What follows belongs to an exercise in optimizing a design on an open flow for small area, a short achievable clock period and few clock cycles per item; a production flow would make more cautious choices.
In this exercise RTL edits were held to simulation tests only and were not proved equivalent to the original.
Power is estimated from default activity; no workload was simulated.

==> design.v <==
`timescale 1ns/10ps
module  ATCONV(
	input		clk,
	input		reset,
	output 	    busy,	
	input		ready,	
	output reg	[11:0]	iaddr,
	input signed [12:0]	idata,
	output	reg 	cwr,
	output  reg	[11:0]	caddr_wr,
	output reg 	[12:0] 	cdata_wr,
	output	reg 	crd,
	output reg	[11:0] 	caddr_rd,
	input 	[12:0] 	cdata_rd,
	output reg 	csel
	);
	reg [2:0] cur_state, next_state;
	localparam IDLE = 3'd0;
	localparam READ_IMAGE = 3'd1;
	localparam WRITE_MEM0 = 3'd2;
	localparam READ_MEM0 = 3'd3;
	localparam WRITE_MEM1 = 3'd4;
	localparam FINISH = 3'd5;
	reg [5:0] col, row;
	reg [4:0] tempX_L0, tempY_L0;
	reg [3:0] cnt;
	wire [3:0] is_pad;
	assign is_pad[0] = (col < 6'd2);
	assign is_pad[1] = (col > 6'd61);
	assign is_pad[2] = (row < 6'd2);
	assign is_pad[3] = (row > 6'd61);
	assign busy = !(cur_state == FINISH || cur_state == IDLE);
    reg signed [12:0] kernal;
	reg signed [29:0] conv_sum;
	reg [12:0] max;
	always @(posedge clk or posedge reset) begin
		if(reset) cur_state <= IDLE; 
		else cur_state <= next_state;
	end
	always @(*) begin
		case(cur_state)
			IDLE: begin
				if(ready == 1'b1) next_state = READ_IMAGE;
				else next_state = IDLE;
			end
			READ_IMAGE: begin
				if(cnt == 4'd11) next_state = WRITE_MEM0;
				else next_state = READ_IMAGE;
			end
			WRITE_MEM0: begin
				if(row == 6'd63 && col == 6'd63) next_state = READ_MEM0;
				else next_state = READ_IMAGE;
			end
			READ_MEM0: begin
				if(cnt == 4'd5) next_state = WRITE_MEM1;
				else next_state = READ_MEM0;
			end
			WRITE_MEM1: begin
				if(row == 6'd62 && col == 6'd62) next_state = FINISH;
				else next_state = READ_MEM0;
			end
			FINISH: begin
				next_state = IDLE;
			end
			default: begin
				next_state = IDLE;
			end
		endcase
	end
	always @(posedge clk or posedge reset) begin
		if(reset) begin
			col <= 6'd0;
			row <= 6'd0;
			cnt <= 4'd0;
			tempX_L0 <= 5'd0;
			tempY_L0 <= 5'd0;
			csel <= 1'b0;
			cwr <= 1'b0;
			crd <= 1'b0;
			max <= 13'd0;
			iaddr <= 12'd0;
			caddr_rd <= 12'd0;
			caddr_wr <= 12'd0;
			cdata_wr <= 13'd0;
		end
		else begin
			case(cur_state)
				READ_IMAGE: begin
					case(cnt)
						4'd0: begin   
							case({is_pad[2], is_pad[0]})
								2'b00: iaddr <= {row-6'd2, col-6'd2};
								2'b01: iaddr <= {row-6'd2, 6'd0};
								2'b10: iaddr <= {6'd0, col-6'd2};
								2'b11: iaddr <= {6'd0, 6'd0};
						    endcase
							conv_sum <= 30'd0;
						end
						4'd1: begin   
							if(is_pad[2] == 1'b1) iaddr <= {6'd0, col};
							else iaddr <= {row-6'd2, col};
							conv_sum <= $signed(idata) * kernal;
						end
						4'd2: begin   
							case({is_pad[2], is_pad[1]})
								2'b00: iaddr <= {row-6'd2, col+6'd2};
								2'b01: iaddr <= {row-6'd2, 6'd63};
								2'b10: iaddr <= {6'd0, col+6'd2};
								2'b11: iaddr <= {6'd0, 6'd63};
							endcase
							conv_sum <= conv_sum + $signed(idata) * kernal;
						end
						4'd3: begin   
							if(is_pad[0] == 1'b1) iaddr <= {row, 6'd0};
							else iaddr <= {row, col-6'd2};
							conv_sum <= conv_sum + $signed(idata) * kernal;
						end
						4'd4: begin   
							iaddr <= {row, col};
							conv_sum <= conv_sum + $signed(idata) * kernal;
						end
						4'd5: begin   
							if(is_pad[1] == 1'b1) iaddr <= {row, 6'd63};
							else iaddr <= {row, col+6'd2};
							conv_sum <= conv_sum + $signed(idata) * kernal;
						end
						4'd6: begin   
							case({is_pad[3], is_pad[0]})
								2'b00: iaddr <= {row+6'd2, col-6'd2};
								2'b01: iaddr <= {row+6'd2, 6'd0};
								2'b10: iaddr <= {6'd63, col-6'd2};
								2'b11: iaddr <= {6'd63, 6'd0};
							endcase
							conv_sum <= conv_sum + $signed(idata) * kernal;
						end
						4'd7: begin   
							if(is_pad[3] == 1'b1) iaddr <= {6'd63, col};
							else iaddr <= {row+6'd2, col};
							conv_sum <= conv_sum + $signed(idata) * kernal;
						end
						4'd8: begin   
							case({is_pad[3], is_pad[1]})
								2'b00: iaddr <= {row+6'd2, col+6'd2};
								2'b01: iaddr <= {row+6'd2, 6'd63};
								2'b10: iaddr <= {6'd63, col+6'd2};
								2'b11: iaddr <= {6'd63, 6'd63};
							endcase
							conv_sum <= conv_sum + $signed(idata) * kernal;
						end
						4'd9: begin
							conv_sum <= conv_sum + $signed(idata) * kernal;
						end
						4'd10: begin
							conv_sum <= conv_sum + $signed(13'h1FF4);
						end
						4'd11: begin
							caddr_wr <= {row, col};
							cdata_wr <= (conv_sum[16] || conv_sum[16:4] <= 13'd11)? 13'd0 : conv_sum[16:4]-13'd11;
						end
					endcase
					if(cnt == 11) begin
						cnt <= 4'd0;
						cwr <= 1'b1;
						csel <= 1'b0;
					end
					else 
						cnt <= cnt + 4'd1;
				end
				WRITE_MEM0: begin
					cwr <= 1'b0;
					if(col == 6'd63) begin
						col <= 6'd0;
						row <= row + 6'd1;
					end
					else 
						col <= col + 6'd1;
					if(row == 6'd63 && col == 6'd63) begin
						row <= 6'd0;
						col <= 6'd0;
						cwr <= 1'b0;
						crd <= 1'b1;
						csel <= 1'b0;
					end
				end
				READ_MEM0: begin
					case(cnt)
						4'd0: begin
							caddr_rd <= {row, col};
							max <= 13'd0;
						end
						4'd1: begin
							caddr_rd <= {row, col+6'd1};
							max <= cdata_rd;
						end
						4'd2: begin
							caddr_rd <= {row+6'd1, col};
							max <= (max > cdata_rd)? max : cdata_rd; 
						end
						4'd3: begin
							caddr_rd <= {row+6'd1, col+6'd1};
							max <= (max > cdata_rd)? max : cdata_rd; 
						end
						4'd4: begin
							max <= (max > cdata_rd)? max : cdata_rd;
						end
						4'd5: begin 
							caddr_wr <= {tempY_L0, tempX_L0};
							if(max != 13'd0) begin
								if(max[3:0] != 13'd0) cdata_wr <= (max[12:4] + 1) << 4;
								else cdata_wr <= max[12:4] << 4;
							end
							else 
								cdata_wr <= 13'd0;
						end
					endcase
					if(cnt == 4'd5) begin
						cnt <= 4'd0;
						cwr <= 1'b1;
						crd <= 1'b0;
						csel <= 1'b1;
					end
					else 
						cnt <= cnt + 4'd1;
				end
				WRITE_MEM1: begin
					if(tempX_L0 == 5'd31) begin
						tempY_L0 <= tempY_L0 + 5'd1;
						tempX_L0 <= 5'd0;
					end
					else 
						tempX_L0 <= tempX_L0 + 5'd1;
					if(col == 6'd62) begin
						col <= 6'd0;
						row <= row + 6'd2;
					end
					else
						col <= col + 6'd2;
					if(row == 6'd62 && col == 6'd62) begin
						cwr <= 1'b0;
						crd <= 1'b0;
						csel <= 1'b0;
					end
					else begin
						cwr <= 1'b0;
						crd <= 1'b1;
						csel <= 1'b0;
					end
				end
				FINISH: begin
					row <= 6'd0;
					col <= 6'd0;
					tempX_L0 <= 5'd0;
					tempY_L0 <= 5'd0;
				end
			endcase
		end
	end
	always @(*) begin
		case(cnt)
			4'd1: kernal = 13'h1FFF;
			4'd2: kernal = 13'h1FFE;
			4'd3: kernal = 13'h1FFF;
			4'd4: kernal = 13'h1FFC;
			4'd5: kernal = 13'h0010;
			4'd6: kernal = 13'h1FFC;
			4'd7: kernal = 13'h1FFF;
			4'd8: kernal = 13'h1FFE;
			4'd9: kernal = 13'h1FFF;
			default: kernal = 13'h0;
		endcase
	end
endmodule
==> run.sh <==
#!/bin/bash
# synth_recipe.tcl (not shown) runs the flow's synth.tcl, then flattens the netlist and writes it again
# the make line also repeats each setting of config.mk as NAME=value (left out here)
make -C /OpenROAD-flow-scripts/flow DESIGN_CONFIG=/design/flow/config.mk WORK_HOME=/design/flow/orfs CLKGATE_MAP_FILE= SYNTH_SCRIPT=/design/flow/synth_recipe.tcl finish
==> config.mk <==
export PLATFORM = sky130hd
export DESIGN_NAME = ATCONV
export DESIGN_NICKNAME = ATCONV
export VERILOG_FILES = /design/flow/design.v
export SDC_FILE = /design/flow/constraint.sdc
export NUM_CORES = 4
export LEC_CHECK = 0
export CAP_MARGIN = 20
export CORE_MARGIN = 2
export CORE_UTILIZATION = 40
export SLEW_MARGIN = 20
==> constraint.sdc <==
create_clock -name core_clock -period 10.0 [get_ports {clk}]
set_input_delay 2.0000 -clock core_clock [delete_from_list [all_inputs] [get_ports {clk}]]
set_output_delay 2.0000 -clock core_clock [all_outputs]
set_load 0.01 [all_outputs]
==> reports/metrics.cfg <==
[timing]
min_period_ns=8.74
maxSlewHeadroom_pct=29.0
finalHoldViolCount=0
setup_viol=0
finalCritPeriodShare_pct=87.4
rsz0062_at_grt=false
tns_ns=0
skew_ns=0.00795
clock.fmax_ghz=0.114
finalMaxSlewViolations=0
tightestPinTransition_ns=1.07

[yosys]
synth_common_cells=125 x ha_1, 124 x inv_1, 124 x nand2_1
synth_area_leaders=dfrtp_1 20%, ha_1 14%, fa_1 11%, edfxtp_1 4.4%, inv_1 4.1%
yosys.area.top_type=dfrtp_1
synth_seq_cells=111
yosys_warnings=1
synthMostInstantiatedCell=ha_1
syn-num-nets=1551
synthCells=1331
synth-edff-count=17
synth_flop_cell=dfrtp_1
netlist_area_um2=11500
seq_area_frac_synth_pct=24.9
async_reset_ff_share_pct=84.7
synth_cell_types=75
syn_area_per_cell_um2=8.63
synth_top_area_share_pct=20.5

[drt]
wl_met1_mm=14.0
ant_nets=0
drt_iter0_drc=597
wl_mm=29.4
vias=9646
viasPerCell=5.51
met3_length_mm=1.07
drc=0
drt_pass1_iterations=5
route.met2.wl_mm=13.9
dr.max_layer_used=met4
wl_per_cell_um=16.8

[layout]
nNetsFinal=1583
area_delta_synth_final_pct=12.3
layout-drive-gt1-share_pct=3.07
final_util_pct=45.3
n_antenna_cell=0
fill_cells=2846

[worst_setup_path]
crit_top_cell=ha_1
critPathCaptureType=register
required_ns=10.11
worst-r2r-setup-slack_ns=1.87
cp_data_arrival_time_ns=8.85
path_delay_family=adder cells
worst_path_largest_cell_delay_ns=0.84
crit_path_top_delay_cell=clkdlybuf4s50_1
cp_max_fo=16
path_class=in2reg
crit_buf_inv=2
critPathLaunchType=primary input

[power]
peakVddDrop_mv=0.0798
powerDensity_nw_per_um2=106
combPwrFrac_pct=28.8
p_int_w=0.000916
p_sw_share_pct=33.4
switchingPower_w=0.000458
pwr-share-seq_pct=44.4
clock_power_share_pct=26.8
leakage_nw=6.12

[global_route]
track_usage_pct=19.9
antenna_found_initial=0
grt_pass1_wl_mm=49.2
grt_pass1_vias=9501
grt_max_degree=65
grt-ovfl-total=0

[run]
cap_viol_max_count=0

[floorplan]
row_count=62
start_util_pct=40.4
die_area_um2=30100
core_um2=28500
die_height_um=174
fp.dieW_um=174
io_pins=82

[clock_tree]
cts_buffers=9
root_buffer=clkbuf_16
clock_sinks=111
cts.path.max_buffers=2
cts_resized=0
post-cts-setup-buffers=0
clkTransAtPathRegs_ns=0.08
cts_hold_buf=0
cts_tree=built
h-tree-depth=3
clk_latency_ns=0.36

[place]
dp_hpwl_mm=22.6
place.port_buffers=81
gp_routability_congestion=0.877

[run_status]
status=finished clean

[hold_path]
hold_class=reg2reg

## cells by family after synthesis
group	synth area share, %
compound gates	19.5
xor+xnor	6.26
fa+ha+maj	25.4
buf+inv	6.45
flops	24.9
mux	0.871
simple gates	16.6
## final timing paths
path / start / endpoint / depth (start not counted)
max: idata[4] / conv_sum[16]$_DFFE_PP_ / 28
min: iaddr[11]$_DFFE_PP0P_ / iaddr[11]$_DFFE_PP0P_ / 2
max reg2reg: cnt[3]$_DFFE_PP0P_ / conv_sum[16]$_DFFE_PP_ / 32
min reg2reg: iaddr[11]$_DFFE_PP0P_ / iaddr[11]$_DFFE_PP0P_ / 2
max in group asynchronous: reset / iaddr[11]$_DFFE_PP0P_ / 3
min in group asynchronous: reset / cdata_wr[3]$_DFFE_PP0P_ / 2
## state kept, by name (all words and copies together), names as in the netlist
name,flops
csel,1
iaddr,12
cnt,4
col,6
caddr_rd,12
cdata_wr,13
cwr,1
row,6
tempY_L0,5
conv_sum,17
cur_state,3
caddr_wr,12
crd,1
tempX_L0,5
max,13
## worst register-to-register path: cells and delay by family (launching register included)
family | cells | cell delay [ns]
adder cells (fa/ha/maj) | 9 | 3.00
AO/OA/AOI/OAI | 11 | 2.06
flip-flops | 1 | 0.86
buffers and inverters | 5 | 0.81
AND/OR/NAND/NOR | 4 | 0.44
multiplexers | 1 | 0.37
XOR/XNOR | 2 | 0.35
## placed cells by master (no fill, tap or decap), drive strengths merged, types with 11 or more instances in the layout
cell type	instances
dfrtp	94
a211oi	11
nor2	95
nand2	125
ha	125
nor2b	24
clkbuf	11
nand3	31
o22ai	11
o221ai	12
and3	13
a22oi	14
o21ai	76
a21oi	85
xnor2	49
a22o	18
nand2b	19
and2	30
clkdlybuf4s50	81
inv	127
a31oi	22
fa	66
nor3	26
xor2	28
a21o	18
edfxtp	17
buf	11
o21a	19
## stage by stage
stage / setup WS, ns / total power, W / std cells / hold slack, ns / instance area (um2)
floorplan: 1.97 / 0.000872 / 1331 / 0.464 / 11500
global placement: 1.02 / 0.00100 / 1736 / 0.465 / 12600
detailed placement: 0.957 / 0.00101 / 1736 / 0.469 / 12600
CTS: 1.34 / 0.00139 / 1751 / 0.487 / 12900
global route: 0.647 / 0.00146 / 1751 / 0.510 / 12900
finish: 1.26 / 0.00137 / 1751 / 0.481 / 12900
## per-layer routing
layer	track usage (%)	up-vias
li1	-	4698
met1	28.3	4719
met2	32.5	202
met3	2.24	27
met4	4.77	0
met5	0	-
## layout make-up
| class | instances | area, um2 | share of cell area (%) |
|---|---|---|---|
| sequential | 111 | 2860 | 22.2 |
| timing repair buffer | 92 | 893 | 6.92 |
| tap | 384 | 480 | 3.72 |
| inverter | 125 | 472 | 3.66 |
| clock inverter | 4 | 55.1 | 0.427 |
| clock buffer | 11 | 233 | 1.80 |
| multi-input combinational | 1024 | 7910 | 61.3 |
## power groups by stage
stage | logic [W] | registers, W | clock network, W
after floorplan | 0.000280 | 0.000592 | 0
final | 0.000395 | 0.000610 | 0.000368
after global routing | 0.000440 | 0.000619 | 0.000397
after global placement | 0.000387 | 0.000616 | 0
after detailed placement | 0.000393 | 0.000617 | 0
after CTS | 0.000396 | 0.000608 | 0.000382
Testbench counts, summed over its fixed seeds: cycles 1,933,368, images 32.

## afterwards: timing with drivers on the ports
No port has a modelled driver above. Below, the same layout with a new extraction and two added sets of constraints. Step 1: set_driving_cell puts a clkbuf_16 on clk and a buf_2 on each other input, an assumption about the parent block. Step 2, shift: input delay + t, output delay - t, t = (earliest + latest rising clock arrival at the registers) / 2. This alone moves slack from input paths to output paths. Slacks: no drivers / after step 1 / after step 2; pairs: no drivers / after step 1.
t (ns): 0.404
setup slack, ns: 1.261 / 1.273 / 0.869
clock arrival spread, ns: 0.008 / 0.008
After both steps setup and hold are still met in this run. For this run, drivers alone change the setup slack by +0.012 ns; drivers and shift together by -0.392 ns.
